Source: an optimization exercise on an open RTL-to-GDS flow (aim: small area). Production flows keep margins and buffers that such runs may drop.
The RTL was checked by simulation tests, not by an equivalence proof against the original design.

`flow/design.v`:
```
module math_sqrtf32
(
	input logic 		clk,
	input logic 		rst_n,
	input logic 		sqrt_op_en,
	input logic [31:0] 	sqrt_rb,
	output logic 		sqrt_ra_en,
	output logic [31:0] sqrt_ra,
	output logic 		sqrt_lvf_flag
);
logic [4:0] vld;
always_ff @(posedge clk or negedge rst_n)
begin
	if (~rst_n)
		vld <= 5'b0;
	else
		vld <= {vld[3:0], sqrt_op_en};
end
logic       in_zero, in_inf;
logic [7:0] in_exp, code_r0;
assign in_zero = (sqrt_rb[30:23] == 8'h00);
assign in_inf  = (sqrt_rb[30:23] == 8'hff);
assign in_exp  = {1'b0, sqrt_rb[30:24]} + 8'd63 + {7'd0, sqrt_rb[23]};
assign code_r0 = in_zero ? 8'd0 : sqrt_rb[31] ? 8'd1 : in_inf ? 8'd255 : in_exp;
logic [2:0] R24;
assign R24 = sqrt_rb[23] ? 3'b000 : {1'b0, sqrt_rb[22], ~sqrt_rb[22]};
logic [3:0] A23, B23, R23;
logic s23;
assign s23 = 1'b1;
assign A23 = {R24[1:0], (sqrt_rb[23] ? sqrt_rb[22] : sqrt_rb[21]), (sqrt_rb[23] ? sqrt_rb[21] : sqrt_rb[20])};
assign B23 = {s23, 1'b0, 1'b1, 1'b1};
logic [3:0] c23;
assign c23[0] = 1'b0;
assign R23[0] = A23[0] ^ B23[0] ^ c23[0];
assign c23[1] = (A23[0] & B23[0]) | (A23[0] & c23[0]) | (B23[0] & c23[0]);
assign R23[1] = A23[1] ^ B23[1] ^ c23[1];
assign c23[2] = (A23[1] & B23[1]) | (A23[1] & c23[1]) | (B23[1] & c23[1]);
assign R23[2] = A23[2] ^ B23[2] ^ c23[2];
assign c23[3] = (A23[2] & B23[2]) | (A23[2] & c23[2]) | (B23[2] & c23[2]);
assign R23[3] = A23[3] ^ B23[3] ^ c23[3];
logic [4:0] A22, B22, R22;
logic s22;
assign s22 = ~R23[3];
assign A22 = {R23[2:0], (sqrt_rb[23] ? sqrt_rb[20] : sqrt_rb[19]), (sqrt_rb[23] ? sqrt_rb[19] : sqrt_rb[18])};
assign B22 = {s22, (1'b1 ^ s22), 1'b0, 1'b1, 1'b1};
logic [4:0] c22;
assign c22[0] = 1'b0;
assign R22[0] = A22[0] ^ B22[0] ^ c22[0];
assign c22[1] = (A22[0] & B22[0]) | (A22[0] & c22[0]) | (B22[0] & c22[0]);
assign R22[1] = A22[1] ^ B22[1] ^ c22[1];
assign c22[2] = (A22[1] & B22[1]) | (A22[1] & c22[1]) | (B22[1] & c22[1]);
assign R22[2] = A22[2] ^ B22[2] ^ c22[2];
assign c22[3] = (A22[2] & B22[2]) | (A22[2] & c22[2]) | (B22[2] & c22[2]);
assign R22[3] = A22[3] ^ B22[3] ^ c22[3];
assign c22[4] = (A22[3] & B22[3]) | (A22[3] & c22[3]) | (B22[3] & c22[3]);
assign R22[4] = A22[4] ^ B22[4] ^ c22[4];
logic [5:0] A21, B21, R21;
logic s21;
assign s21 = ~R22[4];
assign A21 = {R22[3:0], (sqrt_rb[23] ? sqrt_rb[18] : sqrt_rb[17]), (sqrt_rb[23] ? sqrt_rb[17] : sqrt_rb[16])};
assign B21 = {s21, (1'b1 ^ s21), (~R23[3] ^ s21), 1'b0, 1'b1, 1'b1};
logic [5:0] c21;
assign c21[0] = 1'b0;
assign R21[0] = A21[0] ^ B21[0] ^ c21[0];
assign c21[1] = (A21[0] & B21[0]) | (A21[0] & c21[0]) | (B21[0] & c21[0]);
assign R21[1] = A21[1] ^ B21[1] ^ c21[1];
assign c21[2] = (A21[1] & B21[1]) | (A21[1] & c21[1]) | (B21[1] & c21[1]);
assign R21[2] = A21[2] ^ B21[2] ^ c21[2];
assign c21[3] = (A21[2] & B21[2]) | (A21[2] & c21[2]) | (B21[2] & c21[2]);
assign R21[3] = A21[3] ^ B21[3] ^ c21[3];
assign c21[4] = (A21[3] & B21[3]) | (A21[3] & c21[3]) | (B21[3] & c21[3]);
assign R21[4] = A21[4] ^ B21[4] ^ c21[4];
assign c21[5] = (A21[4] & B21[4]) | (A21[4] & c21[4]) | (B21[4] & c21[4]);
assign R21[5] = A21[5] ^ B21[5] ^ c21[5];
logic [6:0] A20, B20, R20;
logic s20;
assign s20 = ~R21[5];
assign A20 = {R21[4:0], (sqrt_rb[23] ? sqrt_rb[16] : sqrt_rb[15]), (sqrt_rb[23] ? sqrt_rb[15] : sqrt_rb[14])};
assign B20 = {s20, (1'b1 ^ s20), (~R23[3] ^ s20), (~R22[4] ^ s20), 1'b0, 1'b1, 1'b1};
logic [6:0] c20;
assign c20[0] = 1'b0;
assign R20[0] = A20[0] ^ B20[0] ^ c20[0];
assign c20[1] = (A20[0] & B20[0]) | (A20[0] & c20[0]) | (B20[0] & c20[0]);
assign R20[1] = A20[1] ^ B20[1] ^ c20[1];
assign c20[2] = (A20[1] & B20[1]) | (A20[1] & c20[1]) | (B20[1] & c20[1]);
assign R20[2] = A20[2] ^ B20[2] ^ c20[2];
assign c20[3] = (A20[2] & B20[2]) | (A20[2] & c20[2]) | (B20[2] & c20[2]);
assign R20[3] = A20[3] ^ B20[3] ^ c20[3];
assign c20[4] = (A20[3] & B20[3]) | (A20[3] & c20[3]) | (B20[3] & c20[3]);
assign R20[4] = A20[4] ^ B20[4] ^ c20[4];
assign c20[5] = (A20[4] & B20[4]) | (A20[4] & c20[4]) | (B20[4] & c20[4]);
assign R20[5] = A20[5] ^ B20[5] ^ c20[5];
assign c20[6] = (A20[5] & B20[5]) | (A20[5] & c20[5]) | (B20[5] & c20[5]);
assign R20[6] = A20[6] ^ B20[6] ^ c20[6];
logic [7:0] A19, B19, R19;
logic s19;
assign s19 = ~R20[6];
assign A19 = {R20[5:0], (sqrt_rb[23] ? sqrt_rb[14] : sqrt_rb[13]), (sqrt_rb[23] ? sqrt_rb[13] : sqrt_rb[12])};
assign B19 = {s19, (1'b1 ^ s19), (~R23[3] ^ s19), (~R22[4] ^ s19), (~R21[5] ^ s19), 1'b0, 1'b1, 1'b1};
logic [7:0] c19;
assign c19[0] = 1'b0;
assign R19[0] = A19[0] ^ B19[0] ^ c19[0];
assign c19[1] = (A19[0] & B19[0]) | (A19[0] & c19[0]) | (B19[0] & c19[0]);
assign R19[1] = A19[1] ^ B19[1] ^ c19[1];
assign c19[2] = (A19[1] & B19[1]) | (A19[1] & c19[1]) | (B19[1] & c19[1]);
assign R19[2] = A19[2] ^ B19[2] ^ c19[2];
assign c19[3] = (A19[2] & B19[2]) | (A19[2] & c19[2]) | (B19[2] & c19[2]);
assign R19[3] = A19[3] ^ B19[3] ^ c19[3];
assign c19[4] = (A19[3] & B19[3]) | (A19[3] & c19[3]) | (B19[3] & c19[3]);
assign R19[4] = A19[4] ^ B19[4] ^ c19[4];
assign c19[5] = (A19[4] & B19[4]) | (A19[4] & c19[4]) | (B19[4] & c19[4]);
assign R19[5] = A19[5] ^ B19[5] ^ c19[5];
assign c19[6] = (A19[5] & B19[5]) | (A19[5] & c19[5]) | (B19[5] & c19[5]);
assign R19[6] = A19[6] ^ B19[6] ^ c19[6];
assign c19[7] = (A19[6] & B19[6]) | (A19[6] & c19[6]) | (B19[6] & c19[6]);
assign R19[7] = A19[7] ^ B19[7] ^ c19[7];
logic [8:0] A18, B18, R18;
logic s18;
assign s18 = ~R19[7];
assign A18 = {R19[6:0], (sqrt_rb[23] ? sqrt_rb[12] : sqrt_rb[11]), (sqrt_rb[23] ? sqrt_rb[11] : sqrt_rb[10])};
assign B18 = {s18, (1'b1 ^ s18), (~R23[3] ^ s18), (~R22[4] ^ s18), (~R21[5] ^ s18), (~R20[6] ^ s18), 1'b0, 1'b1, 1'b1};
logic [8:0] c18;
assign c18[0] = 1'b0;
assign R18[0] = A18[0] ^ B18[0] ^ c18[0];
assign c18[1] = (A18[0] & B18[0]) | (A18[0] & c18[0]) | (B18[0] & c18[0]);
assign R18[1] = A18[1] ^ B18[1] ^ c18[1];
assign c18[2] = (A18[1] & B18[1]) | (A18[1] & c18[1]) | (B18[1] & c18[1]);
assign R18[2] = A18[2] ^ B18[2] ^ c18[2];
assign c18[3] = (A18[2] & B18[2]) | (A18[2] & c18[2]) | (B18[2] & c18[2]);
assign R18[3] = A18[3] ^ B18[3] ^ c18[3];
assign c18[4] = (A18[3] & B18[3]) | (A18[3] & c18[3]) | (B18[3] & c18[3]);
assign R18[4] = A18[4] ^ B18[4] ^ c18[4];
assign c18[5] = (A18[4] & B18[4]) | (A18[4] & c18[4]) | (B18[4] & c18[4]);
assign R18[5] = A18[5] ^ B18[5] ^ c18[5];
assign c18[6] = (A18[5] & B18[5]) | (A18[5] & c18[5]) | (B18[5] & c18[5]);
assign R18[6] = A18[6] ^ B18[6] ^ c18[6];
assign c18[7] = (A18[6] & B18[6]) | (A18[6] & c18[6]) | (B18[6] & c18[6]);
assign R18[7] = A18[7] ^ B18[7] ^ c18[7];
assign c18[8] = (A18[7] & B18[7]) | (A18[7] & c18[7]) | (B18[7] & c18[7]);
assign R18[8] = A18[8] ^ B18[8] ^ c18[8];
logic [9:0] A17, B17, R17;
logic s17;
assign s17 = ~R18[8];
assign A17 = {R18[7:0], (sqrt_rb[23] ? sqrt_rb[10] : sqrt_rb[9]), (sqrt_rb[23] ? sqrt_rb[9] : sqrt_rb[8])};
assign B17 = {s17, (1'b1 ^ s17), (~R23[3] ^ s17), (~R22[4] ^ s17), (~R21[5] ^ s17), (~R20[6] ^ s17), (~R19[7] ^ s17), 1'b0, 1'b1, 1'b1};
logic [9:0] c17;
assign c17[0] = 1'b0;
assign R17[0] = A17[0] ^ B17[0] ^ c17[0];
assign c17[1] = (A17[0] & B17[0]) | (A17[0] & c17[0]) | (B17[0] & c17[0]);
assign R17[1] = A17[1] ^ B17[1] ^ c17[1];
assign c17[2] = (A17[1] & B17[1]) | (A17[1] & c17[1]) | (B17[1] & c17[1]);
assign R17[2] = A17[2] ^ B17[2] ^ c17[2];
assign c17[3] = (A17[2] & B17[2]) | (A17[2] & c17[2]) | (B17[2] & c17[2]);
assign R17[3] = A17[3] ^ B17[3] ^ c17[3];
assign c17[4] = (A17[3] & B17[3]) | (A17[3] & c17[3]) | (B17[3] & c17[3]);
assign R17[4] = A17[4] ^ B17[4] ^ c17[4];
assign c17[5] = (A17[4] & B17[4]) | (A17[4] & c17[4]) | (B17[4] & c17[4]);
assign R17[5] = A17[5] ^ B17[5] ^ c17[5];
assign c17[6] = (A17[5] & B17[5]) | (A17[5] & c17[5]) | (B17[5] & c17[5]);
assign R17[6] = A17[6] ^ B17[6] ^ c17[6];
assign c17[7] = (A17[6] & B17[6]) | (A17[6] & c17[6]) | (B17[6] & c17[6]);
assign R17[7] = A17[7] ^ B17[7] ^ c17[7];
assign c17[8] = (A17[7] & B17[7]) | (A17[7] & c17[7]) | (B17[7] & c17[7]);
assign R17[8] = A17[8] ^ B17[8] ^ c17[8];
assign c17[9] = (A17[8] & B17[8]) | (A17[8] & c17[8]) | (B17[8] & c17[8]);
assign R17[9] = A17[9] ^ B17[9] ^ c17[9];
logic [6:0] q_r1;
logic [9:0] rm_r1;
logic [33:25] n_r1;
logic [7:0] code_r1;
always_ff @(posedge clk)
begin
	q_r1 <= {~R23[3], ~R22[4], ~R21[5], ~R20[6], ~R19[7], ~R18[8], ~R17[9]};
	rm_r1 <= R17;
	n_r1[25] <= (sqrt_rb[23] & sqrt_rb[0]);
	n_r1[26] <= (sqrt_rb[23] ? sqrt_rb[1] : sqrt_rb[0]);
	n_r1[27] <= (sqrt_rb[23] ? sqrt_rb[2] : sqrt_rb[1]);
	n_r1[28] <= (sqrt_rb[23] ? sqrt_rb[3] : sqrt_rb[2]);
	n_r1[29] <= (sqrt_rb[23] ? sqrt_rb[4] : sqrt_rb[3]);
	n_r1[30] <= (sqrt_rb[23] ? sqrt_rb[5] : sqrt_rb[4]);
	n_r1[31] <= (sqrt_rb[23] ? sqrt_rb[6] : sqrt_rb[5]);
	n_r1[32] <= (sqrt_rb[23] ? sqrt_rb[7] : sqrt_rb[6]);
	n_r1[33] <= (sqrt_rb[23] ? sqrt_rb[8] : sqrt_rb[7]);
	code_r1 <= code_r0;
end
logic [10:0] A16, B16, R16;
logic s16;
assign s16 = q_r1[0];
assign A16 = {rm_r1[8:0], n_r1[33], n_r1[32]};
assign B16 = {s16, (1'b1 ^ s16), (q_r1[6] ^ s16), (q_r1[5] ^ s16), (q_r1[4] ^ s16), (q_r1[3] ^ s16), (q_r1[2] ^ s16), (q_r1[1] ^ s16), 1'b0, 1'b1, 1'b1};
logic [10:0] c16;
assign c16[0] = 1'b0;
assign R16[0] = A16[0] ^ B16[0] ^ c16[0];
assign c16[1] = (A16[0] & B16[0]) | (A16[0] & c16[0]) | (B16[0] & c16[0]);
assign R16[1] = A16[1] ^ B16[1] ^ c16[1];
assign c16[2] = (A16[1] & B16[1]) | (A16[1] & c16[1]) | (B16[1] & c16[1]);
assign R16[2] = A16[2] ^ B16[2] ^ c16[2];
assign c16[3] = (A16[2] & B16[2]) | (A16[2] & c16[2]) | (B16[2] & c16[2]);
assign R16[3] = A16[3] ^ B16[3] ^ c16[3];
assign c16[4] = (A16[3] & B16[3]) | (A16[3] & c16[3]) | (B16[3] & c16[3]);
assign R16[4] = A16[4] ^ B16[4] ^ c16[4];
assign c16[5] = (A16[4] & B16[4]) | (A16[4] & c16[4]) | (B16[4] & c16[4]);
assign R16[5] = A16[5] ^ B16[5] ^ c16[5];
assign c16[6] = (A16[5] & B16[5]) | (A16[5] & c16[5]) | (B16[5] & c16[5]);
assign R16[6] = A16[6] ^ B16[6] ^ c16[6];
assign c16[7] = (A16[6] & B16[6]) | (A16[6] & c16[6]) | (B16[6] & c16[6]);
assign R16[7] = A16[7] ^ B16[7] ^ c16[7];
assign c16[8] = (A16[7] & B16[7]) | (A16[7] & c16[7]) | (B16[7] & c16[7]);
assign R16[8] = A16[8] ^ B16[8] ^ c16[8];
assign c16[9] = (A16[8] & B16[8]) | (A16[8] & c16[8]) | (B16[8] & c16[8]);
assign R16[9] = A16[9] ^ B16[9] ^ c16[9];
assign c16[10] = (A16[9] & B16[9]) | (A16[9] & c16[9]) | (B16[9] & c16[9]);
assign R16[10] = A16[10] ^ B16[10] ^ c16[10];
logic [11:0] A15, B15, R15;
logic s15;
assign s15 = ~R16[10];
assign A15 = {R16[9:0], n_r1[31], n_r1[30]};
assign B15 = {s15, (1'b1 ^ s15), (q_r1[6] ^ s15), (q_r1[5] ^ s15), (q_r1[4] ^ s15), (q_r1[3] ^ s15), (q_r1[2] ^ s15), (q_r1[1] ^ s15), (q_r1[0] ^ s15), 1'b0, 1'b1, 1'b1};
logic [11:0] c15;
assign c15[0] = 1'b0;
assign R15[0] = A15[0] ^ B15[0] ^ c15[0];
assign c15[1] = (A15[0] & B15[0]) | (A15[0] & c15[0]) | (B15[0] & c15[0]);
assign R15[1] = A15[1] ^ B15[1] ^ c15[1];
assign c15[2] = (A15[1] & B15[1]) | (A15[1] & c15[1]) | (B15[1] & c15[1]);
assign R15[2] = A15[2] ^ B15[2] ^ c15[2];
assign c15[3] = (A15[2] & B15[2]) | (A15[2] & c15[2]) | (B15[2] & c15[2]);
assign R15[3] = A15[3] ^ B15[3] ^ c15[3];
assign c15[4] = (A15[3] & B15[3]) | (A15[3] & c15[3]) | (B15[3] & c15[3]);
assign R15[4] = A15[4] ^ B15[4] ^ c15[4];
assign c15[5] = (A15[4] & B15[4]) | (A15[4] & c15[4]) | (B15[4] & c15[4]);
assign R15[5] = A15[5] ^ B15[5] ^ c15[5];
assign c15[6] = (A15[5] & B15[5]) | (A15[5] & c15[5]) | (B15[5] & c15[5]);
assign R15[6] = A15[6] ^ B15[6] ^ c15[6];
assign c15[7] = (A15[6] & B15[6]) | (A15[6] & c15[6]) | (B15[6] & c15[6]);
assign R15[7] = A15[7] ^ B15[7] ^ c15[7];
assign c15[8] = (A15[7] & B15[7]) | (A15[7] & c15[7]) | (B15[7] & c15[7]);
assign R15[8] = A15[8] ^ B15[8] ^ c15[8];
assign c15[9] = (A15[8] & B15[8]) | (A15[8] & c15[8]) | (B15[8] & c15[8]);
assign R15[9] = A15[9] ^ B15[9] ^ c15[9];
assign c15[10] = (A15[9] & B15[9]) | (A15[9] & c15[9]) | (B15[9] & c15[9]);
assign R15[10] = A15[10] ^ B15[10] ^ c15[10];
assign c15[11] = (A15[10] & B15[10]) | (A15[10] & c15[10]) | (B15[10] & c15[10]);
assign R15[11] = A15[11] ^ B15[11] ^ c15[11];
logic [12:0] A14, B14, R14;
logic s14;
assign s14 = ~R15[11];
assign A14 = {R15[10:0], n_r1[29], n_r1[28]};
assign B14 = {s14, (1'b1 ^ s14), (q_r1[6] ^ s14), (q_r1[5] ^ s14), (q_r1[4] ^ s14), (q_r1[3] ^ s14), (q_r1[2] ^ s14), (q_r1[1] ^ s14), (q_r1[0] ^ s14), (~R16[10] ^ s14), 1'b0, 1'b1, 1'b1};
logic [12:0] c14;
assign c14[0] = 1'b0;
assign R14[0] = A14[0] ^ B14[0] ^ c14[0];
assign c14[1] = (A14[0] & B14[0]) | (A14[0] & c14[0]) | (B14[0] & c14[0]);
assign R14[1] = A14[1] ^ B14[1] ^ c14[1];
assign c14[2] = (A14[1] & B14[1]) | (A14[1] & c14[1]) | (B14[1] & c14[1]);
assign R14[2] = A14[2] ^ B14[2] ^ c14[2];
assign c14[3] = (A14[2] & B14[2]) | (A14[2] & c14[2]) | (B14[2] & c14[2]);
assign R14[3] = A14[3] ^ B14[3] ^ c14[3];
assign c14[4] = (A14[3] & B14[3]) | (A14[3] & c14[3]) | (B14[3] & c14[3]);
assign R14[4] = A14[4] ^ B14[4] ^ c14[4];
assign c14[5] = (A14[4] & B14[4]) | (A14[4] & c14[4]) | (B14[4] & c14[4]);
assign R14[5] = A14[5] ^ B14[5] ^ c14[5];
assign c14[6] = (A14[5] & B14[5]) | (A14[5] & c14[5]) | (B14[5] & c14[5]);
assign R14[6] = A14[6] ^ B14[6] ^ c14[6];
assign c14[7] = (A14[6] & B14[6]) | (A14[6] & c14[6]) | (B14[6] & c14[6]);
assign R14[7] = A14[7] ^ B14[7] ^ c14[7];
assign c14[8] = (A14[7] & B14[7]) | (A14[7] & c14[7]) | (B14[7] & c14[7]);
assign R14[8] = A14[8] ^ B14[8] ^ c14[8];
assign c14[9] = (A14[8] & B14[8]) | (A14[8] & c14[8]) | (B14[8] & c14[8]);
assign R14[9] = A14[9] ^ B14[9] ^ c14[9];
assign c14[10] = (A14[9] & B14[9]) | (A14[9] & c14[9]) | (B14[9] & c14[9]);
assign R14[10] = A14[10] ^ B14[10] ^ c14[10];
assign c14[11] = (A14[10] & B14[10]) | (A14[10] & c14[10]) | (B14[10] & c14[10]);
assign R14[11] = A14[11] ^ B14[11] ^ c14[11];
assign c14[12] = (A14[11] & B14[11]) | (A14[11] & c14[11]) | (B14[11] & c14[11]);
assign R14[12] = A14[12] ^ B14[12] ^ c14[12];
logic [13:0] A13, B13, R13;
logic s13;
assign s13 = ~R14[12];
assign A13 = {R14[11:0], n_r1[27], n_r1[26]};
assign B13 = {s13, (1'b1 ^ s13), (q_r1[6] ^ s13), (q_r1[5] ^ s13), (q_r1[4] ^ s13), (q_r1[3] ^ s13), (q_r1[2] ^ s13), (q_r1[1] ^ s13), (q_r1[0] ^ s13), (~R16[10] ^ s13), (~R15[11] ^ s13), 1'b0, 1'b1, 1'b1};
logic [13:0] c13;
assign c13[0] = 1'b0;
assign R13[0] = A13[0] ^ B13[0] ^ c13[0];
assign c13[1] = (A13[0] & B13[0]) | (A13[0] & c13[0]) | (B13[0] & c13[0]);
assign R13[1] = A13[1] ^ B13[1] ^ c13[1];
assign c13[2] = (A13[1] & B13[1]) | (A13[1] & c13[1]) | (B13[1] & c13[1]);
assign R13[2] = A13[2] ^ B13[2] ^ c13[2];
assign c13[3] = (A13[2] & B13[2]) | (A13[2] & c13[2]) | (B13[2] & c13[2]);
assign R13[3] = A13[3] ^ B13[3] ^ c13[3];
assign c13[4] = (A13[3] & B13[3]) | (A13[3] & c13[3]) | (B13[3] & c13[3]);
assign R13[4] = A13[4] ^ B13[4] ^ c13[4];
assign c13[5] = (A13[4] & B13[4]) | (A13[4] & c13[4]) | (B13[4] & c13[4]);
assign R13[5] = A13[5] ^ B13[5] ^ c13[5];
assign c13[6] = (A13[5] & B13[5]) | (A13[5] & c13[5]) | (B13[5] & c13[5]);
assign R13[6] = A13[6] ^ B13[6] ^ c13[6];
assign c13[7] = (A13[6] & B13[6]) | (A13[6] & c13[6]) | (B13[6] & c13[6]);
assign R13[7] = A13[7] ^ B13[7] ^ c13[7];
assign c13[8] = (A13[7] & B13[7]) | (A13[7] & c13[7]) | (B13[7] & c13[7]);
assign R13[8] = A13[8] ^ B13[8] ^ c13[8];
assign c13[9] = (A13[8] & B13[8]) | (A13[8] & c13[8]) | (B13[8] & c13[8]);
assign R13[9] = A13[9] ^ B13[9] ^ c13[9];
assign c13[10] = (A13[9] & B13[9]) | (A13[9] & c13[9]) | (B13[9] & c13[9]);
assign R13[10] = A13[10] ^ B13[10] ^ c13[10];
assign c13[11] = (A13[10] & B13[10]) | (A13[10] & c13[10]) | (B13[10] & c13[10]);
assign R13[11] = A13[11] ^ B13[11] ^ c13[11];
assign c13[12] = (A13[11] & B13[11]) | (A13[11] & c13[11]) | (B13[11] & c13[11]);
assign R13[12] = A13[12] ^ B13[12] ^ c13[12];
assign c13[13] = (A13[12] & B13[12]) | (A13[12] & c13[12]) | (B13[12] & c13[12]);
assign R13[13] = A13[13] ^ B13[13] ^ c13[13];
logic [10:0] q_r2;
logic [13:0] rm_r2;
logic [25:25] n_r2;
logic [7:0] code_r2;
always_ff @(posedge clk)
begin
	q_r2 <= {q_r1[6], q_r1[5], q_r1[4], q_r1[3], q_r1[2], q_r1[1], q_r1[0], ~R16[10], ~R15[11], ~R14[12], ~R13[13]};
	rm_r2 <= R13;
	n_r2[25] <= n_r1[25];
	code_r2 <= code_r1;
end
logic [14:0] A12, B12, R12;
logic s12;
assign s12 = q_r2[0];
assign A12 = {rm_r2[12:0], n_r2[25], 1'b0};
assign B12 = {s12, (1'b1 ^ s12), (q_r2[10] ^ s12), (q_r2[9] ^ s12), (q_r2[8] ^ s12), (q_r2[7] ^ s12), (q_r2[6] ^ s12), (q_r2[5] ^ s12), (q_r2[4] ^ s12), (q_r2[3] ^ s12), (q_r2[2] ^ s12), (q_r2[1] ^ s12), 1'b0, 1'b1, 1'b1};
logic [14:0] c12;
assign c12[0] = 1'b0;
assign R12[0] = A12[0] ^ B12[0] ^ c12[0];
assign c12[1] = (A12[0] & B12[0]) | (A12[0] & c12[0]) | (B12[0] & c12[0]);
assign R12[1] = A12[1] ^ B12[1] ^ c12[1];
assign c12[2] = (A12[1] & B12[1]) | (A12[1] & c12[1]) | (B12[1] & c12[1]);
assign R12[2] = A12[2] ^ B12[2] ^ c12[2];
assign c12[3] = (A12[2] & B12[2]) | (A12[2] & c12[2]) | (B12[2] & c12[2]);
assign R12[3] = A12[3] ^ B12[3] ^ c12[3];
assign c12[4] = (A12[3] & B12[3]) | (A12[3] & c12[3]) | (B12[3] & c12[3]);
assign R12[4] = A12[4] ^ B12[4] ^ c12[4];
assign c12[5] = (A12[4] & B12[4]) | (A12[4] & c12[4]) | (B12[4] & c12[4]);
assign R12[5] = A12[5] ^ B12[5] ^ c12[5];
assign c12[6] = (A12[5] & B12[5]) | (A12[5] & c12[5]) | (B12[5] & c12[5]);
assign R12[6] = A12[6] ^ B12[6] ^ c12[6];
assign c12[7] = (A12[6] & B12[6]) | (A12[6] & c12[6]) | (B12[6] & c12[6]);
assign R12[7] = A12[7] ^ B12[7] ^ c12[7];
assign c12[8] = (A12[7] & B12[7]) | (A12[7] & c12[7]) | (B12[7] & c12[7]);
assign R12[8] = A12[8] ^ B12[8] ^ c12[8];
assign c12[9] = (A12[8] & B12[8]) | (A12[8] & c12[8]) | (B12[8] & c12[8]);
assign R12[9] = A12[9] ^ B12[9] ^ c12[9];
assign c12[10] = (A12[9] & B12[9]) | (A12[9] & c12[9]) | (B12[9] & c12[9]);
assign R12[10] = A12[10] ^ B12[10] ^ c12[10];
assign c12[11] = (A12[10] & B12[10]) | (A12[10] & c12[10]) | (B12[10] & c12[10]);
assign R12[11] = A12[11] ^ B12[11] ^ c12[11];
assign c12[12] = (A12[11] & B12[11]) | (A12[11] & c12[11]) | (B12[11] & c12[11]);
assign R12[12] = A12[12] ^ B12[12] ^ c12[12];
assign c12[13] = (A12[12] & B12[12]) | (A12[12] & c12[12]) | (B12[12] & c12[12]);
assign R12[13] = A12[13] ^ B12[13] ^ c12[13];
assign c12[14] = (A12[13] & B12[13]) | (A12[13] & c12[13]) | (B12[13] & c12[13]);
assign R12[14] = A12[14] ^ B12[14] ^ c12[14];
logic [15:0] A11, B11, R11;
logic s11;
assign s11 = ~R12[14];
assign A11 = {R12[13:0], 1'b0, 1'b0};
assign B11 = {s11, (1'b1 ^ s11), (q_r2[10] ^ s11), (q_r2[9] ^ s11), (q_r2[8] ^ s11), (q_r2[7] ^ s11), (q_r2[6] ^ s11), (q_r2[5] ^ s11), (q_r2[4] ^ s11), (q_r2[3] ^ s11), (q_r2[2] ^ s11), (q_r2[1] ^ s11), (q_r2[0] ^ s11), 1'b0, 1'b1, 1'b1};
logic [15:0] c11;
assign c11[0] = 1'b0;
assign R11[0] = A11[0] ^ B11[0] ^ c11[0];
assign c11[1] = (A11[0] & B11[0]) | (A11[0] & c11[0]) | (B11[0] & c11[0]);
assign R11[1] = A11[1] ^ B11[1] ^ c11[1];
assign c11[2] = (A11[1] & B11[1]) | (A11[1] & c11[1]) | (B11[1] & c11[1]);
assign R11[2] = A11[2] ^ B11[2] ^ c11[2];
assign c11[3] = (A11[2] & B11[2]) | (A11[2] & c11[2]) | (B11[2] & c11[2]);
assign R11[3] = A11[3] ^ B11[3] ^ c11[3];
assign c11[4] = (A11[3] & B11[3]) | (A11[3] & c11[3]) | (B11[3] & c11[3]);
assign R11[4] = A11[4] ^ B11[4] ^ c11[4];
assign c11[5] = (A11[4] & B11[4]) | (A11[4] & c11[4]) | (B11[4] & c11[4]);
assign R11[5] = A11[5] ^ B11[5] ^ c11[5];
assign c11[6] = (A11[5] & B11[5]) | (A11[5] & c11[5]) | (B11[5] & c11[5]);
assign R11[6] = A11[6] ^ B11[6] ^ c11[6];
assign c11[7] = (A11[6] & B11[6]) | (A11[6] & c11[6]) | (B11[6] & c11[6]);
assign R11[7] = A11[7] ^ B11[7] ^ c11[7];
assign c11[8] = (A11[7] & B11[7]) | (A11[7] & c11[7]) | (B11[7] & c11[7]);
assign R11[8] = A11[8] ^ B11[8] ^ c11[8];
assign c11[9] = (A11[8] & B11[8]) | (A11[8] & c11[8]) | (B11[8] & c11[8]);
assign R11[9] = A11[9] ^ B11[9] ^ c11[9];
assign c11[10] = (A11[9] & B11[9]) | (A11[9] & c11[9]) | (B11[9] & c11[9]);
assign R11[10] = A11[10] ^ B11[10] ^ c11[10];
assign c11[11] = (A11[10] & B11[10]) | (A11[10] & c11[10]) | (B11[10] & c11[10]);
assign R11[11] = A11[11] ^ B11[11] ^ c11[11];
assign c11[12] = (A11[11] & B11[11]) | (A11[11] & c11[11]) | (B11[11] & c11[11]);
assign R11[12] = A11[12] ^ B11[12] ^ c11[12];
assign c11[13] = (A11[12] & B11[12]) | (A11[12] & c11[12]) | (B11[12] & c11[12]);
assign R11[13] = A11[13] ^ B11[13] ^ c11[13];
assign c11[14] = (A11[13] & B11[13]) | (A11[13] & c11[13]) | (B11[13] & c11[13]);
assign R11[14] = A11[14] ^ B11[14] ^ c11[14];
assign c11[15] = (A11[14] & B11[14]) | (A11[14] & c11[14]) | (B11[14] & c11[14]);
assign R11[15] = A11[15] ^ B11[15] ^ c11[15];
logic [16:0] A10, B10, R10;
logic s10;
assign s10 = ~R11[15];
assign A10 = {R11[14:0], 1'b0, 1'b0};
assign B10 = {s10, (1'b1 ^ s10), (q_r2[10] ^ s10), (q_r2[9] ^ s10), (q_r2[8] ^ s10), (q_r2[7] ^ s10), (q_r2[6] ^ s10), (q_r2[5] ^ s10), (q_r2[4] ^ s10), (q_r2[3] ^ s10), (q_r2[2] ^ s10), (q_r2[1] ^ s10), (q_r2[0] ^ s10), (~R12[14] ^ s10), 1'b0, 1'b1, 1'b1};
logic [16:0] c10;
assign c10[0] = 1'b0;
assign R10[0] = A10[0] ^ B10[0] ^ c10[0];
assign c10[1] = (A10[0] & B10[0]) | (A10[0] & c10[0]) | (B10[0] & c10[0]);
assign R10[1] = A10[1] ^ B10[1] ^ c10[1];
assign c10[2] = (A10[1] & B10[1]) | (A10[1] & c10[1]) | (B10[1] & c10[1]);
assign R10[2] = A10[2] ^ B10[2] ^ c10[2];
assign c10[3] = (A10[2] & B10[2]) | (A10[2] & c10[2]) | (B10[2] & c10[2]);
assign R10[3] = A10[3] ^ B10[3] ^ c10[3];
assign c10[4] = (A10[3] & B10[3]) | (A10[3] & c10[3]) | (B10[3] & c10[3]);
assign R10[4] = A10[4] ^ B10[4] ^ c10[4];
assign c10[5] = (A10[4] & B10[4]) | (A10[4] & c10[4]) | (B10[4] & c10[4]);
assign R10[5] = A10[5] ^ B10[5] ^ c10[5];
assign c10[6] = (A10[5] & B10[5]) | (A10[5] & c10[5]) | (B10[5] & c10[5]);
assign R10[6] = A10[6] ^ B10[6] ^ c10[6];
assign c10[7] = (A10[6] & B10[6]) | (A10[6] & c10[6]) | (B10[6] & c10[6]);
assign R10[7] = A10[7] ^ B10[7] ^ c10[7];
assign c10[8] = (A10[7] & B10[7]) | (A10[7] & c10[7]) | (B10[7] & c10[7]);
assign R10[8] = A10[8] ^ B10[8] ^ c10[8];
assign c10[9] = (A10[8] & B10[8]) | (A10[8] & c10[8]) | (B10[8] & c10[8]);
assign R10[9] = A10[9] ^ B10[9] ^ c10[9];
assign c10[10] = (A10[9] & B10[9]) | (A10[9] & c10[9]) | (B10[9] & c10[9]);
assign R10[10] = A10[10] ^ B10[10] ^ c10[10];
assign c10[11] = (A10[10] & B10[10]) | (A10[10] & c10[10]) | (B10[10] & c10[10]);
assign R10[11] = A10[11] ^ B10[11] ^ c10[11];
assign c10[12] = (A10[11] & B10[11]) | (A10[11] & c10[11]) | (B10[11] & c10[11]);
assign R10[12] = A10[12] ^ B10[12] ^ c10[12];
assign c10[13] = (A10[12] & B10[12]) | (A10[12] & c10[12]) | (B10[12] & c10[12]);
assign R10[13] = A10[13] ^ B10[13] ^ c10[13];
assign c10[14] = (A10[13] & B10[13]) | (A10[13] & c10[13]) | (B10[13] & c10[13]);
assign R10[14] = A10[14] ^ B10[14] ^ c10[14];
assign c10[15] = (A10[14] & B10[14]) | (A10[14] & c10[14]) | (B10[14] & c10[14]);
assign R10[15] = A10[15] ^ B10[15] ^ c10[15];
assign c10[16] = (A10[15] & B10[15]) | (A10[15] & c10[15]) | (B10[15] & c10[15]);
assign R10[16] = A10[16] ^ B10[16] ^ c10[16];
logic [13:0] q_r3;
logic [16:0] rm_r3;
logic [7:0] code_r3;
always_ff @(posedge clk)
begin
	q_r3 <= {q_r2[10], q_r2[9], q_r2[8], q_r2[7], q_r2[6], q_r2[5], q_r2[4], q_r2[3], q_r2[2], q_r2[1], q_r2[0], ~R12[14], ~R11[15], ~R10[16]};
	rm_r3 <= R10;
	code_r3 <= code_r2;
end
logic [17:0] A9, B9, R9;
logic s9;
assign s9 = q_r3[0];
assign A9 = {rm_r3[15:0], 1'b0, 1'b0};
assign B9 = {s9, (1'b1 ^ s9), (q_r3[13] ^ s9), (q_r3[12] ^ s9), (q_r3[11] ^ s9), (q_r3[10] ^ s9), (q_r3[9] ^ s9), (q_r3[8] ^ s9), (q_r3[7] ^ s9), (q_r3[6] ^ s9), (q_r3[5] ^ s9), (q_r3[4] ^ s9), (q_r3[3] ^ s9), (q_r3[2] ^ s9), (q_r3[1] ^ s9), 1'b0, 1'b1, 1'b1};
assign R9 = A9 + B9;
logic [18:0] A8, B8, R8;
logic s8;
assign s8 = ~R9[17];
assign A8 = {R9[16:0], 1'b0, 1'b0};
assign B8 = {s8, (1'b1 ^ s8), (q_r3[13] ^ s8), (q_r3[12] ^ s8), (q_r3[11] ^ s8), (q_r3[10] ^ s8), (q_r3[9] ^ s8), (q_r3[8] ^ s8), (q_r3[7] ^ s8), (q_r3[6] ^ s8), (q_r3[5] ^ s8), (q_r3[4] ^ s8), (q_r3[3] ^ s8), (q_r3[2] ^ s8), (q_r3[1] ^ s8), (q_r3[0] ^ s8), 1'b0, 1'b1, 1'b1};
assign R8 = A8 + B8;
logic [19:0] A7, B7, R7;
logic s7;
assign s7 = ~R8[18];
assign A7 = {R8[17:0], 1'b0, 1'b0};
assign B7 = {s7, (1'b1 ^ s7), (q_r3[13] ^ s7), (q_r3[12] ^ s7), (q_r3[11] ^ s7), (q_r3[10] ^ s7), (q_r3[9] ^ s7), (q_r3[8] ^ s7), (q_r3[7] ^ s7), (q_r3[6] ^ s7), (q_r3[5] ^ s7), (q_r3[4] ^ s7), (q_r3[3] ^ s7), (q_r3[2] ^ s7), (q_r3[1] ^ s7), (q_r3[0] ^ s7), (~R9[17] ^ s7), 1'b0, 1'b1, 1'b1};
assign R7 = A7 + B7;
logic [20:0] A6, B6, R6;
logic s6;
assign s6 = ~R7[19];
assign A6 = {R7[18:0], 1'b0, 1'b0};
assign B6 = {s6, (1'b1 ^ s6), (q_r3[13] ^ s6), (q_r3[12] ^ s6), (q_r3[11] ^ s6), (q_r3[10] ^ s6), (q_r3[9] ^ s6), (q_r3[8] ^ s6), (q_r3[7] ^ s6), (q_r3[6] ^ s6), (q_r3[5] ^ s6), (q_r3[4] ^ s6), (q_r3[3] ^ s6), (q_r3[2] ^ s6), (q_r3[1] ^ s6), (q_r3[0] ^ s6), (~R9[17] ^ s6), (~R8[18] ^ s6), 1'b0, 1'b1, 1'b1};
assign R6 = A6 + B6;
logic [21:0] A5, B5, R5;
logic s5;
assign s5 = ~R6[20];
assign A5 = {R6[19:0], 1'b0, 1'b0};
assign B5 = {s5, (1'b1 ^ s5), (q_r3[13] ^ s5), (q_r3[12] ^ s5), (q_r3[11] ^ s5), (q_r3[10] ^ s5), (q_r3[9] ^ s5), (q_r3[8] ^ s5), (q_r3[7] ^ s5), (q_r3[6] ^ s5), (q_r3[5] ^ s5), (q_r3[4] ^ s5), (q_r3[3] ^ s5), (q_r3[2] ^ s5), (q_r3[1] ^ s5), (q_r3[0] ^ s5), (~R9[17] ^ s5), (~R8[18] ^ s5), (~R7[19] ^ s5), 1'b0, 1'b1, 1'b1};
assign R5 = A5 + B5;
logic [22:0] A4, B4, R4;
logic s4;
assign s4 = ~R5[21];
assign A4 = {R5[20:0], 1'b0, 1'b0};
assign B4 = {s4, (1'b1 ^ s4), (q_r3[13] ^ s4), (q_r3[12] ^ s4), (q_r3[11] ^ s4), (q_r3[10] ^ s4), (q_r3[9] ^ s4), (q_r3[8] ^ s4), (q_r3[7] ^ s4), (q_r3[6] ^ s4), (q_r3[5] ^ s4), (q_r3[4] ^ s4), (q_r3[3] ^ s4), (q_r3[2] ^ s4), (q_r3[1] ^ s4), (q_r3[0] ^ s4), (~R9[17] ^ s4), (~R8[18] ^ s4), (~R7[19] ^ s4), (~R6[20] ^ s4), 1'b0, 1'b1, 1'b1};
assign R4 = A4 + B4;
logic [23:0] A3, B3, R3;
logic s3;
assign s3 = ~R4[22];
assign A3 = {R4[21:0], 1'b0, 1'b0};
assign B3 = {s3, (1'b1 ^ s3), (q_r3[13] ^ s3), (q_r3[12] ^ s3), (q_r3[11] ^ s3), (q_r3[10] ^ s3), (q_r3[9] ^ s3), (q_r3[8] ^ s3), (q_r3[7] ^ s3), (q_r3[6] ^ s3), (q_r3[5] ^ s3), (q_r3[4] ^ s3), (q_r3[3] ^ s3), (q_r3[2] ^ s3), (q_r3[1] ^ s3), (q_r3[0] ^ s3), (~R9[17] ^ s3), (~R8[18] ^ s3), (~R7[19] ^ s3), (~R6[20] ^ s3), (~R5[21] ^ s3), 1'b0, 1'b1, 1'b1};
assign R3 = A3 + B3;
logic [20:0] q_r4;
logic [23:0] rm_r4;
logic [7:0] code_r4;
always_ff @(posedge clk)
begin
	q_r4 <= {q_r3[13], q_r3[12], q_r3[11], q_r3[10], q_r3[9], q_r3[8], q_r3[7], q_r3[6], q_r3[5], q_r3[4], q_r3[3], q_r3[2], q_r3[1], q_r3[0], ~R9[17], ~R8[18], ~R7[19], ~R6[20], ~R5[21], ~R4[22], ~R3[23]};
	rm_r4 <= R3;
	code_r4 <= code_r3;
end
logic [24:0] A2, B2, R2;
logic s2;
assign s2 = q_r4[0];
assign A2 = {rm_r4[22:0], 1'b0, 1'b0};
assign B2 = {s2, (1'b1 ^ s2), (q_r4[20] ^ s2), (q_r4[19] ^ s2), (q_r4[18] ^ s2), (q_r4[17] ^ s2), (q_r4[16] ^ s2), (q_r4[15] ^ s2), (q_r4[14] ^ s2), (q_r4[13] ^ s2), (q_r4[12] ^ s2), (q_r4[11] ^ s2), (q_r4[10] ^ s2), (q_r4[9] ^ s2), (q_r4[8] ^ s2), (q_r4[7] ^ s2), (q_r4[6] ^ s2), (q_r4[5] ^ s2), (q_r4[4] ^ s2), (q_r4[3] ^ s2), (q_r4[2] ^ s2), (q_r4[1] ^ s2), 1'b0, 1'b1, 1'b1};
assign R2 = A2 + B2;
logic [25:0] A1, B1, R1;
logic s1;
assign s1 = ~R2[24];
assign A1 = {R2[23:0], 1'b0, 1'b0};
assign B1 = {s1, (1'b1 ^ s1), (q_r4[20] ^ s1), (q_r4[19] ^ s1), (q_r4[18] ^ s1), (q_r4[17] ^ s1), (q_r4[16] ^ s1), (q_r4[15] ^ s1), (q_r4[14] ^ s1), (q_r4[13] ^ s1), (q_r4[12] ^ s1), (q_r4[11] ^ s1), (q_r4[10] ^ s1), (q_r4[9] ^ s1), (q_r4[8] ^ s1), (q_r4[7] ^ s1), (q_r4[6] ^ s1), (q_r4[5] ^ s1), (q_r4[4] ^ s1), (q_r4[3] ^ s1), (q_r4[2] ^ s1), (q_r4[1] ^ s1), (q_r4[0] ^ s1), 1'b0, 1'b1, 1'b1};
logic [25:0] c1;
assign c1[0] = 1'b0;
assign R1[0] = A1[0] ^ B1[0] ^ c1[0];
assign c1[1] = (A1[0] & B1[0]) | (A1[0] & c1[0]) | (B1[0] & c1[0]);
assign R1[1] = A1[1] ^ B1[1] ^ c1[1];
assign c1[2] = (A1[1] & B1[1]) | (A1[1] & c1[1]) | (B1[1] & c1[1]);
assign R1[2] = A1[2] ^ B1[2] ^ c1[2];
assign c1[3] = (A1[2] & B1[2]) | (A1[2] & c1[2]) | (B1[2] & c1[2]);
assign R1[3] = A1[3] ^ B1[3] ^ c1[3];
assign c1[4] = (A1[3] & B1[3]) | (A1[3] & c1[3]) | (B1[3] & c1[3]);
assign R1[4] = A1[4] ^ B1[4] ^ c1[4];
assign c1[5] = (A1[4] & B1[4]) | (A1[4] & c1[4]) | (B1[4] & c1[4]);
assign R1[5] = A1[5] ^ B1[5] ^ c1[5];
assign c1[6] = (A1[5] & B1[5]) | (A1[5] & c1[5]) | (B1[5] & c1[5]);
assign R1[6] = A1[6] ^ B1[6] ^ c1[6];
assign c1[7] = (A1[6] & B1[6]) | (A1[6] & c1[6]) | (B1[6] & c1[6]);
assign R1[7] = A1[7] ^ B1[7] ^ c1[7];
assign c1[8] = (A1[7] & B1[7]) | (A1[7] & c1[7]) | (B1[7] & c1[7]);
assign R1[8] = A1[8] ^ B1[8] ^ c1[8];
assign c1[9] = (A1[8] & B1[8]) | (A1[8] & c1[8]) | (B1[8] & c1[8]);
assign R1[9] = A1[9] ^ B1[9] ^ c1[9];
assign c1[10] = (A1[9] & B1[9]) | (A1[9] & c1[9]) | (B1[9] & c1[9]);
assign R1[10] = A1[10] ^ B1[10] ^ c1[10];
assign c1[11] = (A1[10] & B1[10]) | (A1[10] & c1[10]) | (B1[10] & c1[10]);
assign R1[11] = A1[11] ^ B1[11] ^ c1[11];
assign c1[12] = (A1[11] & B1[11]) | (A1[11] & c1[11]) | (B1[11] & c1[11]);
assign R1[12] = A1[12] ^ B1[12] ^ c1[12];
assign c1[13] = (A1[12] & B1[12]) | (A1[12] & c1[12]) | (B1[12] & c1[12]);
assign R1[13] = A1[13] ^ B1[13] ^ c1[13];
assign c1[14] = (A1[13] & B1[13]) | (A1[13] & c1[13]) | (B1[13] & c1[13]);
assign R1[14] = A1[14] ^ B1[14] ^ c1[14];
assign c1[15] = (A1[14] & B1[14]) | (A1[14] & c1[14]) | (B1[14] & c1[14]);
assign R1[15] = A1[15] ^ B1[15] ^ c1[15];
assign c1[16] = (A1[15] & B1[15]) | (A1[15] & c1[15]) | (B1[15] & c1[15]);
assign R1[16] = A1[16] ^ B1[16] ^ c1[16];
assign c1[17] = (A1[16] & B1[16]) | (A1[16] & c1[16]) | (B1[16] & c1[16]);
assign R1[17] = A1[17] ^ B1[17] ^ c1[17];
assign c1[18] = (A1[17] & B1[17]) | (A1[17] & c1[17]) | (B1[17] & c1[17]);
assign R1[18] = A1[18] ^ B1[18] ^ c1[18];
assign c1[19] = (A1[18] & B1[18]) | (A1[18] & c1[18]) | (B1[18] & c1[18]);
assign R1[19] = A1[19] ^ B1[19] ^ c1[19];
assign c1[20] = (A1[19] & B1[19]) | (A1[19] & c1[19]) | (B1[19] & c1[19]);
assign R1[20] = A1[20] ^ B1[20] ^ c1[20];
assign c1[21] = (A1[20] & B1[20]) | (A1[20] & c1[20]) | (B1[20] & c1[20]);
assign R1[21] = A1[21] ^ B1[21] ^ c1[21];
assign c1[22] = (A1[21] & B1[21]) | (A1[21] & c1[21]) | (B1[21] & c1[21]);
assign R1[22] = A1[22] ^ B1[22] ^ c1[22];
assign c1[23] = (A1[22] & B1[22]) | (A1[22] & c1[22]) | (B1[22] & c1[22]);
assign R1[23] = A1[23] ^ B1[23] ^ c1[23];
assign c1[24] = (A1[23] & B1[23]) | (A1[23] & c1[23]) | (B1[23] & c1[23]);
assign R1[24] = A1[24] ^ B1[24] ^ c1[24];
assign c1[25] = (A1[24] & B1[24]) | (A1[24] & c1[24]) | (B1[24] & c1[24]);
assign R1[25] = A1[25] ^ B1[25] ^ c1[25];
logic [26:0] A0, B0, R0;
logic s0;
assign s0 = ~R1[25];
assign A0 = {R1[24:0], 1'b0, 1'b0};
assign B0 = {s0, (1'b1 ^ s0), (q_r4[20] ^ s0), (q_r4[19] ^ s0), (q_r4[18] ^ s0), (q_r4[17] ^ s0), (q_r4[16] ^ s0), (q_r4[15] ^ s0), (q_r4[14] ^ s0), (q_r4[13] ^ s0), (q_r4[12] ^ s0), (q_r4[11] ^ s0), (q_r4[10] ^ s0), (q_r4[9] ^ s0), (q_r4[8] ^ s0), (q_r4[7] ^ s0), (q_r4[6] ^ s0), (q_r4[5] ^ s0), (q_r4[4] ^ s0), (q_r4[3] ^ s0), (q_r4[2] ^ s0), (q_r4[1] ^ s0), (q_r4[0] ^ s0), (~R2[24] ^ s0), 1'b0, 1'b1, 1'b1};
logic [26:0] c0;
assign c0[0] = 1'b0;
assign R0[0] = A0[0] ^ B0[0] ^ c0[0];
assign c0[1] = (A0[0] & B0[0]) | (A0[0] & c0[0]) | (B0[0] & c0[0]);
assign R0[1] = A0[1] ^ B0[1] ^ c0[1];
assign c0[2] = (A0[1] & B0[1]) | (A0[1] & c0[1]) | (B0[1] & c0[1]);
assign R0[2] = A0[2] ^ B0[2] ^ c0[2];
assign c0[3] = (A0[2] & B0[2]) | (A0[2] & c0[2]) | (B0[2] & c0[2]);
assign R0[3] = A0[3] ^ B0[3] ^ c0[3];
assign c0[4] = (A0[3] & B0[3]) | (A0[3] & c0[3]) | (B0[3] & c0[3]);
assign R0[4] = A0[4] ^ B0[4] ^ c0[4];
assign c0[5] = (A0[4] & B0[4]) | (A0[4] & c0[4]) | (B0[4] & c0[4]);
assign R0[5] = A0[5] ^ B0[5] ^ c0[5];
assign c0[6] = (A0[5] & B0[5]) | (A0[5] & c0[5]) | (B0[5] & c0[5]);
assign R0[6] = A0[6] ^ B0[6] ^ c0[6];
assign c0[7] = (A0[6] & B0[6]) | (A0[6] & c0[6]) | (B0[6] & c0[6]);
assign R0[7] = A0[7] ^ B0[7] ^ c0[7];
assign c0[8] = (A0[7] & B0[7]) | (A0[7] & c0[7]) | (B0[7] & c0[7]);
assign R0[8] = A0[8] ^ B0[8] ^ c0[8];
assign c0[9] = (A0[8] & B0[8]) | (A0[8] & c0[8]) | (B0[8] & c0[8]);
assign R0[9] = A0[9] ^ B0[9] ^ c0[9];
assign c0[10] = (A0[9] & B0[9]) | (A0[9] & c0[9]) | (B0[9] & c0[9]);
assign R0[10] = A0[10] ^ B0[10] ^ c0[10];
assign c0[11] = (A0[10] & B0[10]) | (A0[10] & c0[10]) | (B0[10] & c0[10]);
assign R0[11] = A0[11] ^ B0[11] ^ c0[11];
assign c0[12] = (A0[11] & B0[11]) | (A0[11] & c0[11]) | (B0[11] & c0[11]);
assign R0[12] = A0[12] ^ B0[12] ^ c0[12];
assign c0[13] = (A0[12] & B0[12]) | (A0[12] & c0[12]) | (B0[12] & c0[12]);
assign R0[13] = A0[13] ^ B0[13] ^ c0[13];
assign c0[14] = (A0[13] & B0[13]) | (A0[13] & c0[13]) | (B0[13] & c0[13]);
assign R0[14] = A0[14] ^ B0[14] ^ c0[14];
assign c0[15] = (A0[14] & B0[14]) | (A0[14] & c0[14]) | (B0[14] & c0[14]);
assign R0[15] = A0[15] ^ B0[15] ^ c0[15];
assign c0[16] = (A0[15] & B0[15]) | (A0[15] & c0[15]) | (B0[15] & c0[15]);
assign R0[16] = A0[16] ^ B0[16] ^ c0[16];
assign c0[17] = (A0[16] & B0[16]) | (A0[16] & c0[16]) | (B0[16] & c0[16]);
assign R0[17] = A0[17] ^ B0[17] ^ c0[17];
assign c0[18] = (A0[17] & B0[17]) | (A0[17] & c0[17]) | (B0[17] & c0[17]);
assign R0[18] = A0[18] ^ B0[18] ^ c0[18];
assign c0[19] = (A0[18] & B0[18]) | (A0[18] & c0[18]) | (B0[18] & c0[18]);
assign R0[19] = A0[19] ^ B0[19] ^ c0[19];
assign c0[20] = (A0[19] & B0[19]) | (A0[19] & c0[19]) | (B0[19] & c0[19]);
assign R0[20] = A0[20] ^ B0[20] ^ c0[20];
assign c0[21] = (A0[20] & B0[20]) | (A0[20] & c0[20]) | (B0[20] & c0[20]);
assign R0[21] = A0[21] ^ B0[21] ^ c0[21];
assign c0[22] = (A0[21] & B0[21]) | (A0[21] & c0[21]) | (B0[21] & c0[21]);
assign R0[22] = A0[22] ^ B0[22] ^ c0[22];
assign c0[23] = (A0[22] & B0[22]) | (A0[22] & c0[22]) | (B0[22] & c0[22]);
assign R0[23] = A0[23] ^ B0[23] ^ c0[23];
assign c0[24] = (A0[23] & B0[23]) | (A0[23] & c0[23]) | (B0[23] & c0[23]);
assign R0[24] = A0[24] ^ B0[24] ^ c0[24];
assign c0[25] = (A0[24] & B0[24]) | (A0[24] & c0[24]) | (B0[24] & c0[24]);
assign R0[25] = A0[25] ^ B0[25] ^ c0[25];
assign c0[26] = (A0[25] & B0[25]) | (A0[25] & c0[25]) | (B0[25] & c0[25]);
assign R0[26] = A0[26] ^ B0[26] ^ c0[26];
logic [23:0] q_r5;
logic [7:0] code_r5;
always_ff @(posedge clk)
begin
	q_r5 <= {q_r4[20], q_r4[19], q_r4[18], q_r4[17], q_r4[16], q_r4[15], q_r4[14], q_r4[13], q_r4[12], q_r4[11], q_r4[10], q_r4[9], q_r4[8], q_r4[7], q_r4[6], q_r4[5], q_r4[4], q_r4[3], q_r4[2], q_r4[1], q_r4[0], ~R2[24], ~R1[25], ~R0[26]};
	code_r5 <= code_r4;
end
assign sqrt_lvf_flag = vld[3] & ((code_r4 == 8'd1) | (code_r4 == 8'd255));
logic        zero_out, special;
logic [22:0] mant;
assign zero_out = (code_r5[7:1] == 7'd0);
assign special  = zero_out | (code_r5 == 8'd255);
assign mant     = q_r5[23:1] + {22'd0, q_r5[0]};
assign sqrt_ra  = {1'b0, zero_out ? 8'd0 : code_r5, special ? 23'd0 : mant};
assign sqrt_ra_en = vld[4];
endmodule
```
`flow/run.sh`:
```
#!/bin/bash
# synth_recipe.tcl (not shown) runs the flow's synth.tcl, then flattens the netlist and writes it again
# the make line also repeats each setting of config.mk as NAME=value (left out here)
make -C /OpenROAD-flow-scripts/flow DESIGN_CONFIG=/design/flow/config.mk WORK_HOME=/design/flow/orfs CLKGATE_MAP_FILE= SYNTH_SCRIPT=/design/flow/synth_recipe.tcl finish
```
`flow/config.mk`:
```
export PLATFORM = sky130hd
export DESIGN_NAME = math_sqrtf32
export DESIGN_NICKNAME = math_sqrtf32
export VERILOG_FILES = /design/flow/design.v
export SDC_FILE = /design/flow/constraint.sdc
export NUM_CORES = 4
export LEC_CHECK = 0
export ABC_AREA = 1
export CAP_MARGIN = 20
export CORE_MARGIN = 2
export CORE_UTILIZATION = 40
export CTS_BUF_LIST = sky130_fd_sc_hd__clkbuf_8
export CTS_CLUSTER_SIZE = 20
export SLEW_MARGIN = 20
export SYNTH_MEMORY_MAX_BITS = 65536
```
`flow/constraint.sdc`:
```
create_clock -name core_clock -period 16.0 [get_ports {clk}]
set_input_delay 3.2000 -clock core_clock [delete_from_list [all_inputs] [get_ports {clk}]]
set_output_delay 3.2000 -clock core_clock [all_outputs]
set_load 0.01 [all_outputs]
```
==> run_results.csv, run 1 <==
group,metric,value,unit
status,status,"complete, no violations",
drt,routed_wl,41600,um
timing,setup_tns,0,ns
synth,postSynthCellCount,2175,
final_layout,final_cell_area,19200,um2
global_routing,grt_pass1_wl,67600,um
global_routing,grt_max_degree,28,
cts,clock_latency,0.48,ns
place,io_buffers,67,
synth,syn_area_per_cell,7.96,um2
die,core_area,42900,um2
synth,yosysMostFrequentCell,"inv_1",
global_routing,grt-ovfl-total,0,
synth,synth_nets,2474,
synth,ys_seq_elements,187,
synth,synth-edff-count,0,
die,io_pins,69,
setup_path,critPathKind,"reg2reg",
synth,synthAdderAreaFrac,23.8,%
synth,yosys.area.top_type,"dfxtp_1",
drt,vias,13695,
die,start_util,40.4,%
synth,synth_cell_types,58,
synth,yosys.area_share.simple,16.8,%
final_layout,area_growth,11.1,%
final_layout,final_util,44.8,%
drt,first_pass_iters,5,
synth,synth-xor-area-share,19.1,%
timing,tightest_slew,0.937,ns
setup_path,r2r-start,"q_r1[0]$_DFF_P_",
synth,synth_top_family_by_area,"adder cells",
drt,ant_nets,0,
worst_hold_path,hp-class,"reg2reg",
final_layout,nets,2546,
drt,route.detailed.drc,0,
timing,finalSetupViolCount,0,
global_routing,first_global_vias,13622,
setup_path,cp_slowest_cell,"fa_1",
timing,min_period,15.25,ns
timing,timing.final.crit_share,95.3,%
cts,cts_setup_buffers,0,
synth,synth_mux_area_share,0.289,%
setup_path,cpMostUsedCell,"fa_1",
die,num_rows,76,
final_layout,antenna_cells,0,
synth,async_flop_share,2.67,%
setup_path,cp_max_fo,9,
synth,synth_area_leaders,"dfxtp_1 21%, xor2_1 15%, fa_1 12%",
timing,rsz0062_at_grt,"false",
place,dpl.cell_count,2813,
setup_path,timing.rr.end,"q_r2[0]$_DFF_P_",
drt,routedWlPerCell,14.6,um
cts,cts_root_buf,"clkbuf_8",
timing,fmax,0.0656,GHz
job,maxCapViolations,0,
cts,cts-buffers-inserted,17,
cts,cts_tree,"built",
synth,synth-seq-area-share,21.8,%
place,place_area,18700,um2
synth,yosysWarnings,1,
synth,synthFlopType,"dfxtp_1",
drt,viasPerCell,4.81,
timing,max_slew_margin,37.5,%
cts,clock-sinks,187,
die,die_w,212,um
final_layout,finalNonFillerCells,2845,
timing,finClkSkew,0.0181,ns
cts,cts.clk_slew.worst_paths,0.11,ns
setup_path,cp_slowest_stage_delay,0.47,ns
setup_path,cp.required,16.36,ns
worst_hold_path,hold_start,"code_r1[7]$_SDFF_PP0_",
setup_path,r2r_slack,0.75,ns
cts,clockBufferDepth,2,
setup_path,cp.arrival,15.61,ns
global_routing,antenna_found_initial,0,
cts,cts.htree.levels,4,
synth,synth_top_area_share,21.0,%
worst_hold_path,whs_path_depth,0,
timing,fin_ws,0.753,ns
setup_path,worst_setup_path_end_kind,"register",
synth,synth_compound_area_share,9.33,%
place,place_hpwl,34700,um
global_routing,track_usage,19.0,%
setup_path,startpoint_type,"register",
die,die_area,45000,um2
final_layout,drive_gt1_share,5.49,%
place,preCtsSetupSlack,0.293,ns
drt,drt_iter0_drc,526,
place,gp_congestion,0.889,
timing,slew_viol_final,0,
synth,syn_area,17300,um2
setup_path,worstRegToRegCells,44,
die,die_h,212,um
worst_hold_path,worstHoldEndpoint,"code_r2[7]$_DFF_P_",
timing,final-hold-violation-count,0,
synth,synth_common_cells,"361 x inv_1, 337 x nand2_1, 293 x xor2_1",
-- cell type report --
class | count | area, um2
clock inverters | 15 | 203
well taps | 585 | 732
repair buffers | 91 | 851
flip-flops and latches | 187 | 3770
multi-input cells | 1580 | 12100
inverters | 370 | 1390
clock buffers | 17 | 234
fillers | 4302 | 23700
-- how the worst max path moves through the flow --
| stage | from | endpoint | slack (ns) | cells past startpoint |
|---|---|---|---|---|
| CTS | q_r1[0]$_DFF_P_ | q_r2[0]$_DFF_P_ | 0.37 | 45 |
| detailed placement | sqrt_rb[23] | q_r1[0]$_DFF_P_ | 0.29 | 51 |
| global route | sqrt_rb[23] | q_r1[0]$_DFF_P_ | 0.02 | 51 |
| finish | q_r1[0]$_DFF_P_ | q_r2[0]$_DFF_P_ | 0.75 | 44 |
| floorplan | q_r1[0]$_DFF_P_ | q_r2[0]$_DFF_P_ | 0.75 | 44 |
| global placement | sqrt_rb[23] | q_r1[0]$_DFF_P_ | 0.61 | 51 |
-- routing by layer --
| metal | GRT usage (%) | vias up | share of wire, % |
|---|---|---|---|
| met3 | 2.07 | 41 | 2.2 |
| met4 | 4.81 | 0 | 2.1 |
| li1 | - | 7048 | - |
| met5 | 0 | - | 0 |
| met2 | 34.1 | 186 | 50 |
| met1 | 24.1 | 6420 | 46 |
-- placed cells by master (no fill, tap or decap), types with 6 or more instances in the layout --
master and count:
a211oi_1 8, a21o_1 7, a21oi_1 131, a31oi_1 12, buf_4 24, clkbuf_8 17
clkdlybuf4s50_1 67, dfxtp_1 182, fa_1 108, ha_1 156, inv_1 361, inv_2 6
nand2_1 337, nand2_2 25, nand2_4 6, nand3_1 81, nand3_2 7, nand4_1 21
nor2_1 102, nor3_1 33, nor3b_1 10, o21a_1 11, o21ai_0 71, o21ai_1 8
o21bai_1 6, or2_2 7, xnor2_1 80, xor2_1 292
-- stage by stage --
stage / hold slack [ns]
2_1_floorplan: 0.310
3_3_place_gp: 0.310
3_5_place_dp: 0.312
4_1_cts: 0.315
5_1_grt: 0.322
6_report: 0.319
-- cell families (layout without fill, tap and decap cells) --
| kind of cell | Yosys count | count (layout) |
|---|---|---|
| buf+inv | 408 | 493 |
| other cells | 1 | 1 |
| simple gates | 649 | 649 |
| flops | 187 | 187 |
| xor+xnor | 376 | 376 |
| compound gates | 285 | 285 |
| fa+ha+maj | 264 | 264 |
| mux | 5 | 5 |
-- registers in the layout, summed over array words and instances (netlist names), 11 cells and up --
name	cells
q_r5	24
q_r4	21
rm_r4	20
q_r3	14
A9	13
rm_r2	13
q_r2	11
-- critical path: cells and delay by family, from the launching register on --
kind	cells	cell delay (ns)
xor+xnor	8	1.99
buf+inv	4	0.40
fa+ha+maj	32	12.44
flops	1	0.31
-- timing repair --
action / 4_1_cts / 5_1_grt
gates resized for setup: 0 / 12
hold buffers: 0 / 0
endpoints found under the setup margin: 0 / 22
==> run 2, diff against run 1 <==
--- a/flow/config.mk
+++ b/flow/config.mk
@@ -9,7 +9,5 @@
 export CAP_MARGIN = 20
 export CORE_MARGIN = 2
 export CORE_UTILIZATION = 40
-export CTS_BUF_LIST = sky130_fd_sc_hd__clkbuf_8
-export CTS_CLUSTER_SIZE = 20
 export SLEW_MARGIN = 20
 export SYNTH_MEMORY_MAX_BITS = 65536
==> run 2 against run 1 <==
Worst hold slack improved by 0.00053 ns. First-iteration DRC count grew 13%. Critical endpoint unchanged. Die area unchanged. Highest routed layer unchanged. Register-to-register slack got worse by 0.02 ns. Clock skew down 0.0016 ns. Still clean.
==> run_results.csv, run 2 <==
group,metric,value,unit
status,status,"complete, no violations",
synth,synthAdderAreaFrac,23.8,%
setup_path,critPathKind,"reg2reg",
timing,tightest_slew,0.931,ns
die,start_util,40.4,%
place,place_hpwl,34700,um
synth,synth_top_family_by_area,"adder cells",
synth,synth_top_area_share,21.0,%
drt,first_pass_iters,5,
final_layout,final_cell_mix,"361 x inv_1, 336 x nand2_1, 291 x xor2_1, 182 x dfxtp_1, 156 x ha_1",
cts,cts.htree.levels,4,
setup_path,cp.arrival,15.59,ns
synth,synth-seq-area-share,21.8,%
synth,yosysMostFrequentCell,"inv_1",
setup_path,cp.buffers_inverters,5,
drt,routed-wl-met3,994,um
synth,synthFlopType,"dfxtp_1",
synth,synth_compound_area_share,9.33,%
worst_hold_path,hp-class,"reg2reg",
timing,rsz0062_at_grt,"false",
timing,finClkSkew,0.0165,ns
timing,max_slew_margin,37.9,%
cts,cts.clk_slew.worst_paths,0.08,ns
synth,synth-edff-count,0,
cts,cts_tree,"built",
drt,highest_layer,"met4",
die,die_w,212,um
die,core_area,42900,um2
final_layout,largest_reg_flops,24,
final_layout,drive_gt1_share,5.58,%
cts,clock_latency,0.44,ns
setup_path,cp_slowest_stage_delay,0.47,ns
drt,wl_met2,20800,um
die,die_area,45000,um2
setup_path,path_delay_family,"adder cells",
setup_path,worst_setup_path_end_kind,"register",
final_layout,fill_cells,4279,
setup_path,cpMostUsedCell,"fa_1",
drt,routed_wl,41700,um
final_layout,multi_input_area,12100,um2
drt,ant_nets,0,
timing,slew_viol_final,0,
synth,postSynthCellCount,2175,
final_layout,seqCellArea,3770,um2
cts,cts-buffers-inserted,17,
synth,async_flop_share,2.67,%
timing,finalSetupViolCount,0,
cts,cts_root_buf,"clkbuf_16",
drt,m1WireLength,19000,um
synth,yosys.area.top_type,"dfxtp_1",
global_routing,grt_max_degree,28,
setup_path,cp_slowest_cell,"fa_1",
place,io_buffers,67,
final_layout,area_growth,12.3,%
synth,syn_area_per_cell,7.96,um2
synth,synth_cell_types,58,
final_layout,final_common_cell,"inv_1",
global_routing,antenna_found_initial,0,
synth,yosysWarnings,1,
synth,yosys.area_share.simple,16.8,%
timing,timing.final.crit_share,95.4,%
setup_path,cp.required,16.32,ns
cts,clockBufferDepth,2,
drt,vias,13710,
synth,synth_area_leaders,"dfxtp_1 21%, xor2_1 15%, fa_1 12%",
synth,syn_area,17300,um2
final_layout,nets,2546,
global_routing,track_usage,19.0,%
cts,clock-sinks,187,
drt,route.detailed.drc,0,
final_layout,final_cell_area,19400,um2
place,place_area,18700,um2
die,die_h,212,um
timing,fmax,0.0655,GHz
timing,min_period,15.27,ns
die,num_rows,76,
timing,final-hold-violation-count,0,
global_routing,grt-ovfl-total,0,
die,io_pins,69,
final_layout,top_regs,"q_r5 (24), q_r4 (21), rm_r4 (20)",
timing,setup_tns,0,ns
final_layout,antenna_cells,0,
drt,routedWlPerCell,14.7,um
job,maxCapViolations,0,
global_routing,grt_pass1_wl,67800,um
synth,synth_mux_area_share,0.289,%
drt,drt_iter0_drc,597,
synth,synth-xor-area-share,19.1,%
drt,viasPerCell,4.82,
synth,synth_common_cells,"361 x inv_1, 337 x nand2_1, 293 x xor2_1",
setup_path,startpoint_type,"register",
place,gp_congestion,0.889,
synth,ys_seq_elements,187,
synth,synth_nets,2474,
setup_path,cp_max_fo,9,
final_layout,regMostFlops,"q_r5",
global_routing,first_global_vias,13661,
## run 2: kinds of logic (layout without fill, tap and decap cells)
logic type,count (synthesis),count (layout)
simple gates,649,649
buf+inv,408,493
fa+ha+maj,264,264
mux,5,5
flops,187,187
xor+xnor,376,376
other cells,1,1
compound gates,285,285
## run 2: layer usage
metal | global-route usage [%] | vias to the layer above
met2 | 34.1 | 189
met1 | 24.3 | 6429
met5 | 0 | -
met4 | 4.69 | 0
met3 | 2.36 | 49
li1 | - | 7043
## run 2: metrics by stage
stage | setup WS, ns | std cells | utilization, % | hold WS [ns]
finish | 0.732 | 2845 | 45.3 | 0.319
global route | 0.0972 | 2845 | 45.3 | 0.324
CTS | 0.366 | 2845 | 45.2 | 0.317
detailed placement | 0.293 | 2813 | 43.7 | 0.312
global placement | 0.612 | 2813 | 43.7 | 0.310
floorplan | 0.752 | 2175 | - | 0.310
## run 2: path summary, 6_finish.rpt
kind	cells after the start	to	start	slack, ns
max	45	q_r2[0]$_DFF_P_	q_r1[0]$_DFF_P_	0.73
min	0	code_r2[7]$_DFF_P_	code_r1[7]$_SDFF_PP0_	0.32
max reg2reg	45	q_r2[0]$_DFF_P_	q_r1[0]$_DFF_P_	0.73
min reg2reg	0	code_r2[7]$_DFF_P_	code_r1[7]$_SDFF_PP0_	0.32
max in group asynchronous	1	vld[2]$_DFF_PN0_	rst_n	12.85
min in group asynchronous	1	vld[3]$_DFF_PN0_	rst_n	2.97
## run 2: timing repair
item,CTS,global route
buffers inserted,0,0
setup endpoints to repair,0,22
resized for setup,0,14
hold buffers,0,0
## run 2: area by class of cell
cell class	instances	area share, %
Clock buffer	17	2.19
Clock inverter	15	1.04
Inverter	370	7.17
Multi-Input combinational cell	1580	62.1
Sequential cell	187	19.4
Tap cell	585	3.77
Timing Repair Buffer	91	4.38

==> afterwards: timing with drivers on the ports <==
In the flow no input, the clock included, has a driving cell. The finished layouts below were timed again as built, in two steps. Step 1, drivers: a clkbuf_16 drives clk and a buf_2 each remaining input, both assumed. Step 2 moves the port delays by t, midway between the first and last clock arrival at a register: inputs arrive t later, outputs are due t later. That takes back most of the time a late clock gives input paths. Slacks: no drivers / after step 1 / after step 2; pairs: no drivers / after step 1.
run	t, ns	slack for setup (ns)	slew at the worst register clock pin (ns)	worst data-port slew with drivers (ns)	pins driven straight from the clock port
run 1	0.508	0.753 / 0.753 / 0.356	0.12 / 0.12	0.06	1
run 2	0.481	0.732 / 0.732 / 0.446	0.08 / 0.08	0.06	1
After both steps every run listed still meets setup and hold. The setup slack of run 1, which loses most, moves by 0.000 ns with the drivers and by -0.397 ns with both steps.
